Source: an optimization exercise on an open RTL-to-GDS flow (aim: small area, a short achievable clock period and few clock cycles). Production flows keep margins and buffers that such runs may drop.
Power and IR drop assume default switching activity.

==> module filtering, before the edit <==
module filtering(
    output reg [7:0] out,
    output reg out_valid,
    output reg [15:0] addr_edge,
    output reg finished,
    output reg [15:0] addr_im,
    input  [7:0] dout_im,
    input start,
    input rst,
    input clk
    );
   localparam M = 8;
   reg [7:0] px [0:2*M];
   integer i;
   wire [7:0] pa = px[2*M];
   wire [7:0] pb = px[M];
   wire [7:0] pc = px[0];
   wire [7:0] npc = ~pc;
   reg [8:0] lr, rr, er;      
   reg [8:0] lr1, rr1;        
   reg [9:0] xs, ys;          
   wire [8:0] nrr1 = ~rr1;
   wire [8:0] nrr  = ~rr;
   always @(posedge clk) begin
      px[0] <= dout_im;
      for (i = 1; i <= 2*M; i = i + 1) px[i] <= px[i-1];
      lr  <= pa + pb;
      rr  <= pb + pc;
      er  <= pa + npc;
      lr1 <= lr;
      rr1 <= rr;
      xs  <= lr1 + er;
      ys  <= er + nrr1;
   end
   wire [10:0] us = xs + nrr;   
   wire [10:0] vs = ys + lr;    
   wire edge_hit = (us >= 11'd866) || (us <= 11'd666) || (vs >= 11'd866) || (vs <= 11'd666);
   reg       pend;           
   reg       run;
   reg [2:0] j;
   reg [7:0] x;
   reg       j7;             
   reg       xe;             
   reg       s0;             
   reg       fv, fl;         
   reg       fj1, fj2, fs;   
   wire [7:0] klo = fv ? 8'd222 : (fj1 ? (fs ? 8'd35 : 8'd205) : 8'd0);
   wire [8:0] ae_lo = {1'b0, addr_edge[7:0]} + {1'b0, klo};
   wire [7:0] ae_hi_inc = addr_edge[15:8] + 8'd1;
   wire [7:0] ae_hi_jmp = addr_edge[15:8] + (fs ? 8'd255 : 8'd250);
   always @(posedge clk) begin
      if (rst) begin
         pend <= 0;
         run <= 0;
         fv <= 0;
         fl <= 0;
         out_valid <= 0;
         finished <= 0;
      end else begin
         pend <= start && !run && !pend;
         if (start && !run && !pend) finished <= 0;
         if (pend) run <= 1;
         fv <= run && ((j >= 4 && x >= 2) || (j <= 1 && (x >= 3 || (x == 0 && !s0))));
         fl <= run && j == 1 && addr_im == 16'd49952;
         out_valid <= fv;
         if (fl) begin
            finished <= 1;
            run <= 0;
         end
      end
   end
   always @(posedge clk) begin
      if (pend) begin
         addr_im <= 0;
         j <= 0;
         j7 <= 0;
         x <= 0;
         xe <= 0;
         s0 <= 1;
         addr_edge <= 16'hFFFF;
      end else begin
         if (run) begin
            j <= j + 1;
            j7 <= j == 6;
            xe <= x == 223;
            if (j7) begin
               x <= x + 1;
               if (xe) begin
                  x <= 0;
                  s0 <= 0;
                  addr_im <= addr_im - 16'd447;
               end else
                  addr_im <= addr_im - 16'd1567;
            end else
               addr_im <= addr_im + 16'd224;
         end
         addr_edge[7:0] <= ae_lo[7:0];
         if (fj2)
            addr_edge[15:8] <= ae_hi_jmp;
         else if (ae_lo[8])
            addr_edge[15:8] <= ae_hi_inc;
      end
      fj1 <= run && j == 2 && x >= 2;
      fj2 <= run && j == 3 && x >= 2;
      fs <= x == 2;
      out <= edge_hit ? 8'd0 : 8'd255;
   end
endmodule
export LEC_CHECK = 0
export CAP_MARGIN = 20
export CORE_MARGIN = 2
export CORE_UTILIZATION = 40
export SETUP_SLACK_MARGIN = 2.3
export SLEW_MARGIN = 20
create_clock -name core_clock -period 4.5 [get_ports {clk}]
run.sh (not shown) runs the stock make flow with config.mk's settings and CLKGATE_MAP_FILE= SYNTH_SCRIPT=/design/flow/synth_recipe.tcl, a recipe that flattens the netlist after the stock synthesis.
The baseline completed with no timing, DRC or antenna violations.
Then changed:
==> flow/design.v (replaced) <==
`timescale 1ns / 1ps
module filtering(
    output reg [7:0] out,
    output reg out_valid,
    output reg [15:0] addr_edge,
    output reg finished,
    output reg [15:0] addr_im,
    input  [7:0] dout_im,
    input start,
    input rst,
    input clk
    );
   localparam M = 8;
   reg [7:0] px [0:2*M];
   integer i;
   wire [7:0] pa = px[2*M];
   wire [7:0] pb = px[M];
   wire [7:0] pc = px[0];
   wire [7:0] npc = ~pc;
   reg [8:0] lr, rr, er;      
   reg [8:0] lr1, rr1;        
   reg [9:0] xs, ys;          
   reg [10:0] us, vs;         
   wire [8:0] nrr1 = ~rr1;
   wire [8:0] nrr  = ~rr;
   always @(posedge clk) begin
      px[0] <= dout_im;
      for (i = 1; i <= 2*M; i = i + 1) px[i] <= px[i-1];
      lr  <= pa + pb;
      rr  <= pb + pc;
      er  <= pa + npc;
      lr1 <= lr;
      rr1 <= rr;
      xs  <= lr1 + er;
      ys  <= er + nrr1;
      us  <= xs + nrr;
      vs  <= ys + lr;
   end
   wire edge_hit = (us >= 11'd866) || (us <= 11'd666) || (vs >= 11'd866) || (vs <= 11'd666);
   reg       pend;           
   reg       run;
   reg [2:0] j;
   reg [7:0] x;
   reg       j7;             
   reg       xe;             
   reg       s0;             
   reg       fv, fj, fx, fl;  
   wire [15:0] de = fj ? (fx ? 16'd1 : -16'd1109) : 16'd222;
   wire [8:0]  ae_lo  = {1'b0, addr_edge[7:0]} + {1'b0, de[7:0]};
   wire [7:0]  ae_hi0 = addr_edge[15:8] + de[15:8];
   wire [7:0]  ae_hi1 = addr_edge[15:8] + de[15:8] + 8'd1;
   always @(posedge clk) begin
      if (rst) begin
         pend <= 0;
         run <= 0;
         fv <= 0;
         fl <= 0;
         out_valid <= 0;
         finished <= 0;
      end else begin
         pend <= start && !run && !pend;
         if (start && !run && !pend) finished <= 0;
         if (pend) run <= 1;
         fv <= run && ((j >= 5 && x >= 2) || (j <= 2 && (x >= 3 || (x == 0 && !s0))));
         fl <= run && addr_im == 16'd50176;
         out_valid <= fv;
         if (fl) begin
            finished <= 1;
            run <= 0;
         end
      end
   end
   always @(posedge clk) begin
      if (pend) begin
         addr_im <= 0;
         j <= 0;
         j7 <= 0;
         x <= 0;
         xe <= 0;
         s0 <= 1;
         addr_edge <= 16'hFFFF;
      end else begin
         if (run) begin
            j <= j + 1;
            j7 <= j == 6;
            xe <= x == 223;
            if (j7) begin
               x <= x + 1;
               if (xe) begin
                  x <= 0;
                  s0 <= 0;
                  addr_im <= addr_im - 16'd447;
               end else
                  addr_im <= addr_im - 16'd1567;
            end else
               addr_im <= addr_im + 16'd224;
         end
         if (fv)
            addr_edge <= {ae_lo[8] ? ae_hi1 : ae_hi0, ae_lo[7:0]};
      end
      fj <= j == 5;
      fx <= x == 2;
      out <= edge_hit ? 8'd0 : 8'd255;
   end
endmodule
=>
- The changed run produced a clean layout
- final cell count is higher by about 9%
- routed wire length increases by about 9%
- via count climbs by 11%
- die area rises by about 8%
- global-route usage rose by 0.52 points
- non-clock buffer count grows by 13
- worst setup slack degrades by 0.40 ns
- worst hold slack is worse by 0.0033 ns
- core utilization came out lower by 0.54 points
- total power goes down by 4.7%
- clock skew rose by 0.0057 ns
- area after synthesis goes up by about 8%
- design area climbs by 8.5%
Function was not checked in any run of this note: the RTL went through the layout flow alone.

-- re-timing with driven ports --
The results above use ideal ports. As a check the final layouts listed here were re-extracted and re-timed, cells and wires unchanged. Step 1 assumes that a clkbuf_16 drives the clock port and a buf_2 every other input. Step 2 moves the port delays by t, midway between the first and last clock arrival at a register: inputs arrive t later, outputs are due t later. That takes back most of the time a late clock gives input paths. Three values: ideal ports, drivers, drivers and shift; two values: the first two.
run | shift t [ns] | slack for setup (ns) | worst setup path after step 2 | latest minus earliest clock arrival (ns) | worst data-port slew with drivers (ns)
the first run | 0.556 | 2.133 / 2.133 / 2.133 | register to register | 0.016 / 0.016 | 0.03
the second run | 0.592 | 1.730 / 1.730 / 1.730 | register to register | 0.019 / 0.018 | 0.03
After both steps every run listed still meets setup and hold.
